From an optimization exercise on the open Yosys and OpenROAD flow, aimed at small area, a short achievable clock period and few clock cycles per item; shortcuts taken in it are not production practice. Only simulation tests tie the RTL to the original design; equivalence was not proved. Power and IR drop assume default switching activity.

exp/cedar:
Design ascon128_stream, start of the top module:
module ascon128_stream #(
    parameter R = 1
)(
input          clk, rst,
input          start, enc,
input  [127:0] key, nonce,
input          in_valid,
output         in_ready,
input   [63:0] in_data,
input    [3:0] in_bytes,
input          in_ad,
output         out_valid,
output  [63:0] out_data,
output         tag_valid,
output [127:0] tag
);
localparam [3:0]  LAST = 12 - R;
localparam [63:0] IV   = 64'h80400c0600000000;
reg  [63:0] S0, S1, S2, S3, S4;
reg  [63:0] O;
reg        idle_q, rnd_q, init_q, fin_q, wait_q, tag_q, txt_q, enc_q;
reg  [3:0] cnt;
reg        take_q;     
reg        ov_q;
reg        pend_q, ad_q;
reg  [3:0] len_q;
wire [7:0] m_q, pad_q;
wire       last_q = !len_q[3];
genvar q;
generate
for (q = 0; q < 8; q = q + 1) begin : lens
    assign m_q[q]   = (q < len_q);
    assign pad_q[q] = (q == len_q);
end
endgenerate
wire [63:0] x0 [0:R];
wire [63:0] x1 [0:R];
wire [63:0] x2 [0:R];
wire [63:0] x3 [0:R];
wire [63:0] x4 [0:R];
assign x0[0] = S0;
assign x1[0] = S1;
assign x2[0] = S2;
assign x3[0] = S3;
assign x4[0] = S4;
genvar g;
generate
for (g = 0; g < R; g = g + 1) begin : rounds
    ASCON_ROUND_FUNCTION #(.ADD_RC(g != 0)) rf (
        .Xi0(x0[g]), .Xi1(x1[g]), .Xi2(x2[g]), .Xi3(x3[g]), .Xi4(x4[g]),
        .rnd(cnt + g[3:0]),
        .Xo0(x0[g+1]), .Xo1(x1[g+1]), .Xo2(x2[g+1]), .Xo3(x3[g+1]), .Xo4(x4[g+1])
    );
end
endgenerate
wire last_rnd = rnd_q & (cnt == LAST);
wire absorb   = take_q;
wire a_txt    = absorb & !ad_q;
wire a_fin    = a_txt & last_q;
wire a_dec    = a_txt & !enc_q;
wire ds       = a_txt & !txt_q;                   
wire [7:0] e_byte    = m_q & {8{absorb}};         
wire [7:0] rs_byte;                              
wire [7:0] pad_byte  = pad_q & {8{absorb}};       
localparam NC = 4;
localparam NZ = 2;
localparam NK = 2;
wire [NC-1:0] ws_c, rs_c;
wire [NZ-1:0] z_c;
wire [NK-1:0] kst_c, k12_c;
wire idle_d, wait_d, kst_d, k12_d, take_d;
wire [7:0] rc_inj;
genvar c;
generate
  ...
Size in the first run: ~31000 um^2 of cells after synthesis.
==> flow/config.mk <==
export PLATFORM = sky130hd
export DESIGN_NAME = ascon128_stream
export DESIGN_NICKNAME = ascon128_stream
export VERILOG_FILES = /design/flow/design.v
export SDC_FILE = /design/flow/constraint.sdc
export NUM_CORES = 8
export LEC_CHECK = 0
export CAP_MARGIN = 0
export CORE_MARGIN = 2
export CORE_UTILIZATION = 50
export CTS_CLUSTER_DIAMETER = 100
export CTS_CLUSTER_SIZE = 24
export PLACE_DENSITY = 0.75
export SLEW_MARGIN = 50
export SYNTH_HIERARCHICAL = 1
==> flow/constraint.sdc <==
create_clock -name core_clock -period 10.0 [get_ports {clk}]
set_input_delay 2.0000 -clock core_clock [delete_from_list [all_inputs] [get_ports {clk}]]
set_output_delay 2.0000 -clock core_clock [all_outputs]
set_load 0.01 [all_outputs]
standard.sh (not shown) runs the stock make flow with config.mk's settings and CLKGATE_MAP_FILE= SYNTH_SCRIPT=/design/flow/synth_recipe.tcl, a recipe that flattens the netlist after the stock synthesis.
==> flow/flow/run.sh <==
#!/bin/bash
# The standard layout (standard.sh), with plain buffers (buf_1) on the
# ports instead of the default delay-cell buffers. Every port still gets
# its own buffer. The make output goes to standard.log.
set -euo pipefail
export BUFFER_PORTS_ARGS="-buffer_cell sky130_fd_sc_hd__buf_1"
bash standard.sh > standard.log 2>&1
Testbench counts of exp/cedar, summed over its fixed seeds: cycles 23,122, bytes 19,747.
Here is what was changed in the inputs of exp/fjord compared with exp/cedar.
- swapping 0 for 20 in CAP_MARGIN
==> flow/flow/run.sh <==
#!/bin/bash
# The standard layout (standard.sh) with two changes to the port
# buffers (every port still gets its own buffer):
#  - plain buf_1 buffers instead of the default delay-cell buffers,
#  - after global placement, the output port buffers become buf_2.
# The make output goes to standard.log.
set -euo pipefail
here=$(cd "$(dirname "$0")" && pwd)
export BUFFER_PORTS_ARGS="-buffer_cell sky130_fd_sc_hd__buf_1"
export POST_GLOBAL_PLACE_TCL="$here/outbuf.tcl"
bash standard.sh > standard.log 2>&1
==> flow/flow/outbuf.tcl (new file) <==
# Output port buffers: buf_2 instead of buf_1 (every port keeps its own buffer).
set db [ord::get_db]
set block [ord::get_db_block]
set m2 [$db findMaster sky130_fd_sc_hd__buf_2]
set n 0
foreach bterm [$block getBTerms] {
  if {[$bterm getIoType] ne "OUTPUT"} continue
  set net [$bterm getNet]
  if {$net eq "NULL"} continue
  foreach it [$net getITerms] {
    if {[$it isOutputSignal]} {
      set inst [$it getInst]
      if {[[$inst getMaster] getName] eq "sky130_fd_sc_hd__buf_1"} {
        $inst swapMaster $m2
        incr n
      }
    }
  }
}
puts "outbuf.tcl: $n output buffers now buf_2"
Notes after the runs:
- The average wire length per cell after detail routing on exp/cedar is in line with that on exp/fjord.
- ~same final number of setup-violating endpoints in exp/cedar and exp/fjord
- Across exp/cedar and exp/fjord, none had a timing, DRC or antenna violation.
- In terms of total via count in the routed design, exp/fjord and exp/cedar differ only marginally.
- Per the comparison of exp/fjord with exp/cedar, maximum frequency did not really move, power after layout now sits at about the same level, cell row count now sits at about the same level.
- Summary: with exp/cedar as the reference, first-iteration DRC count in exp/fjord moved up by a few percent.
Changes in exp/lagoon relative to exp/fjord:
- CORE_UTILIZATION now 55, was 50
- SLEW_MARGIN now 60, was 50
Findings:
Amount of wire on met3 after detailed routing grows by more than 10% when moving from exp/fjord to exp/lagoon. Against exp/fjord, setup slack of the critical path after layout in exp/lagoon came out better. Utilization of the core after routing (higher): exp/lagoon. The lower chip height of exp/lagoon and exp/fjord is in exp/lagoon. exp/lagoon: sum of net half-perimeters after detailed placement is about 5.5% higher than what exp/fjord reported. From exp/fjord to exp/lagoon the numbers moved as follows: total via count after detailed routing rose by about 3.5%, count of non-CTS inverters in the layout stayed essentially flat.

* * *

ascon128_stream, a different RTL version from the one above (not shown whole).
Size: about 3,600 cells after synthesis, ~440 flip-flops, about 530 I/O pins.
==> flow/design.v (excerpt) <==
module ascon128_stream #(
    parameter R = 1
)(
input          clk, rst,
input          start, enc,
input  [127:0] key, nonce,
input          in_valid,
output         in_ready,
input   [63:0] in_data,
input    [3:0] in_bytes,
input          in_ad,
output         out_valid,
output  [63:0] out_data,
output         tag_valid,
output [127:0] tag
);
Settings: LEC_CHECK=0, CAP_MARGIN=50, CORE_MARGIN=2, CORE_UTILIZATION=40, SLEW_MARGIN=50, SYNTH_HIERARCHICAL=1; clock period 10.0 ns.
==> flow/flow/run.sh <==
#!/bin/bash
# The standard layout (standard.sh), with plain buffers (buf_1) on the
# ports instead of the default delay-cell buffers. Every port still gets
# its own buffer. The make output goes to standard.log.
set -euo pipefail
export BUFFER_PORTS_ARGS="-buffer_cell sky130_fd_sc_hd__buf_1"
bash standard.sh > standard.log 2>&1
Testbench counts at the start, summed over its fixed seeds: cycles 23,122, bytes 19,747.
Rerun with:
Settings changed: CAP_MARGIN 50 to 20, CORE_UTILIZATION 40 to 55, CTS_CLUSTER_DIAMETER set to 100, CTS_CLUSTER_SIZE set to 24, PLACE_DENSITY set to 0.75.
The new run went through all stages and came out clean.
First-iteration DRC count came out higher by 42%.
Power went down by 23%.
Global-route usage is higher by 8.6 points.
Final cell count fell by 6.7%.
Setup slack improved by 95 ps.
Via count is higher by 0.97%.
Worst hold slack gains 15 ps.
Rerun with:
Settings changed: CORE_UTILIZATION 55 to 40, CTS_BUF_LIST set to sky130_fd_sc_hd__clkbuf_4 sky130_fd_sc_hd__clkbuf_8 sky130_fd_sc_hd__clkbuf_16, CTS_CLUSTER_DIAMETER 100 to not set, CTS_CLUSTER_SIZE 24 to not set, PLACE_DENSITY 0.75 to not set.
The changed run passed the timing, design-rule and antenna checks. First-iteration DRC count is lower by 16%. Wire length rose by 9.0%. Via count is lower by 1.3%. Clock power increases by 89%. Core utilization shrinks by 16 points. Synthesized area is unchanged. Worst setup slack is worse by 120 ps.
Rerun with:
Settings changed: CTS_BUF_LIST sky130_fd_sc_hd__clkbuf_4 sky130_fd_sc_hd__clkbuf_8 sky130_fd_sc_hd__clkbuf_16 to not set, SLEW_MARGIN 50 to 70.
Synthesized cell count does not change. Die area does not change. Combinational power hardly moves. Sequential power is about the same. Via count climbs by a few percent. Total power drops slightly. Core utilization climbs by 6.4 points. Wire length climbs by a few percent. Hold slack improves by 7.9 ps. Final area climbs by roughly a tenth.
Rerun with:
Settings changed: CORE_UTILIZATION 40 to 65, CTS_CLUSTER_DIAMETER set to 100, CTS_CLUSTER_SIZE set to 24, PLACE_DENSITY set to 0.85, SLEW_MARGIN 70 to 50.
The new run finished with timing, DRC and antenna clean.
Final area is lower by 16%.
Total power shrinks by 24%.
Sequential share of layout area went up by 3.6 points.
Non-clock buffer count shrinks by 188.
Hold slack barely changes.
Rerun with:
Settings changed: CORE_UTILIZATION 65 to 40, PLACE_DENSITY 0.85 to not set.
The changed run completed with no timing, DRC or antenna violations.
Wire length rises by 3.8%.
Global-route usage shrinks by 18 points.
Via count went down by 7.5%.
Flip-flop and latch count is unchanged.
Combinational power stays flat.

* * *

Starting RTL as in the previous note.
Settings: LEC_CHECK=0, CAP_MARGIN=20, CORE_MARGIN=2, CORE_UTILIZATION=40, CTS_BUF_LIST=sky130_fd_sc_hd__clkbuf_8, CTS_CLUSTER_SIZE=30, SLEW_MARGIN=50, SYNTH_HIERARCHICAL=1; clock period 10.0 ns.
Scripts as last shown in full above: flow/flow/run.sh
Testbench counts at the start, summed over its fixed seeds: cycles 23,122, bytes 19,747.
Change:
--- a/flow/config.mk
+++ b/flow/config.mk
@@ -10,5 +10,3 @@
 export CORE_UTILIZATION = 40
-export CTS_BUF_LIST = sky130_fd_sc_hd__clkbuf_8
-export CTS_CLUSTER_SIZE = 30
-export SLEW_MARGIN = 50
+export SLEW_MARGIN = 20
 export SYNTH_HIERARCHICAL = 1
Final area falls by 4.1%.
Flip-flop and latch count does not change.
Die area stays the same.
Non-clock buffer count fell by 1.
Power is lower by 0.89%.
Sequential power stays flat.
Global-route usage shrinks by 0.42 points.
Wire length falls by 0.45%.
Change:
--- a/flow/config.mk
+++ b/flow/config.mk
@@ -10,3 +10,6 @@
 export CORE_UTILIZATION = 40
-export SLEW_MARGIN = 20
+export CTS_CLUSTER_DIAMETER = 100
+export CTS_CLUSTER_SIZE = 24
+export PLACE_DENSITY = 0.85
+export SLEW_MARGIN = 50
 export SYNTH_HIERARCHICAL = 1
What happened: The new run went through all stages and came out clean. Setup slack gets better by 280 ps. Die area does not change. Cell area grows by 1.2%. Clock-buffer cell count shrinks by 40. Sequential cell count stays the same. Global-route usage shrinks by 0.53 points. Total power shrinks by 20%. Synthesized cell count stays the same. Routed wire length shrinks by 1.3%. Via count grows by 1.1%. Utilization grows by 0.55 points.
Change:
--- a/flow/config.mk
+++ b/flow/config.mk
@@ -9,7 +9,7 @@
 export CORE_MARGIN = 2
-export CORE_UTILIZATION = 40
+export CORE_UTILIZATION = 55
 export CTS_CLUSTER_DIAMETER = 100
 export CTS_CLUSTER_SIZE = 24
-export PLACE_DENSITY = 0.85
-export SLEW_MARGIN = 50
+export PLACE_DENSITY = 0.75
+export SLEW_MARGIN = 60
 export SYNTH_HIERARCHICAL = 1
After rerunning: The changed run passed the timing, design-rule and antenna checks. Hold slack is better by 9.0 ps. Design area is higher by 2.2%. Routed wire length is lower by 6.5%. Total power is lower by 0.55%. Synthesized cell count stays the same. First-iteration DRC count is higher by 9.2%.
Change:
--- a/flow/config.mk
+++ b/flow/config.mk
@@ -9,7 +9,4 @@
 export CORE_MARGIN = 2
-export CORE_UTILIZATION = 55
-export CTS_CLUSTER_DIAMETER = 100
-export CTS_CLUSTER_SIZE = 24
-export PLACE_DENSITY = 0.75
-export SLEW_MARGIN = 60
+export CORE_UTILIZATION = 40
+export SLEW_MARGIN = 50
 export SYNTH_HIERARCHICAL = 1
What happened: Register-to-register slack loses 200 ps; cell count rises by a few percent; sequential share of layout area falls by 0.19 points; first-iteration DRC count falls by about a fifth.

==> re-timing with driven ports <==
The flow's constraints put no driver on any port. The routed layouts listed below were extracted and timed again, unchanged, in two steps.
Step 1, drivers: a clkbuf_16 drives clk and a buf_2 each remaining input, both assumed.
Step 2, shift: input delay + t, output delay - t, t = (earliest + latest rising clock arrival at the registers) / 2. This alone moves slack from input paths to output paths.
Slacks: ideal / step 1 / step 2; pairs: ideal / step 1.
run	t, ns	slack for setup (ns)	worst hold slack (ns)	slew at the worst register clock pin (ns)
exp/cedar	0.664	6.616 / 6.552 / 6.436	0.503 / 0.503 / 0.503	0.11 / 0.11
exp/fjord	0.671	6.625 / 6.556 / 6.438	0.515 / 0.515 / 0.515	0.11 / 0.11
exp/lagoon	0.669	6.632 / 6.566 / 6.376	0.504 / 0.504 / 0.504	0.11 / 0.11
the first run of note 2	0.697	6.406 / 6.406 / 6.406	0.493 / 0.493 / 0.493	0.07 / 0.07
the second run of note 2	0.685	6.501 / 6.501 / 6.501	0.508 / 0.508 / 0.508	0.11 / 0.11
the third run of note 2	0.684	6.379 / 6.379 / 6.379	0.495 / 0.495 / 0.495	0.07 / 0.07
the fourth run of note 2	0.700	6.583 / 6.509 / 6.730	0.502 / 0.502 / 0.502	0.07 / 0.07
the fifth run of note 2	0.682	6.413 / 6.413 / 6.413	0.501 / 0.501 / 0.501	0.11 / 0.11
the sixth run of note 2	0.691	6.405 / 6.405 / 6.405	0.505 / 0.505 / 0.505	0.11 / 0.11
the first run of note 3	0.782	6.433 / 6.399 / 6.433	0.495 / 0.495 / 0.495	0.07 / 0.07
the second run of note 3	0.694	6.114 / 6.114 / 6.114	0.500 / 0.500 / 0.500	0.07 / 0.07
the third run of note 3	0.684	6.390 / 6.317 / 6.401	0.502 / 0.502 / 0.502	0.11 / 0.11
the fourth run of note 3	0.690	6.586 / 6.518 / 6.596	0.511 / 0.511 / 0.511	0.11 / 0.11
the fifth run of note 3	0.686	6.396 / 6.396 / 6.396	0.495 / 0.495 / 0.495	0.07 / 0.07
After both steps every run listed still meets setup and hold. For exp/lagoon, which loses most, drivers alone change the setup slack by -0.066 ns; drivers and shift together by -0.256 ns.
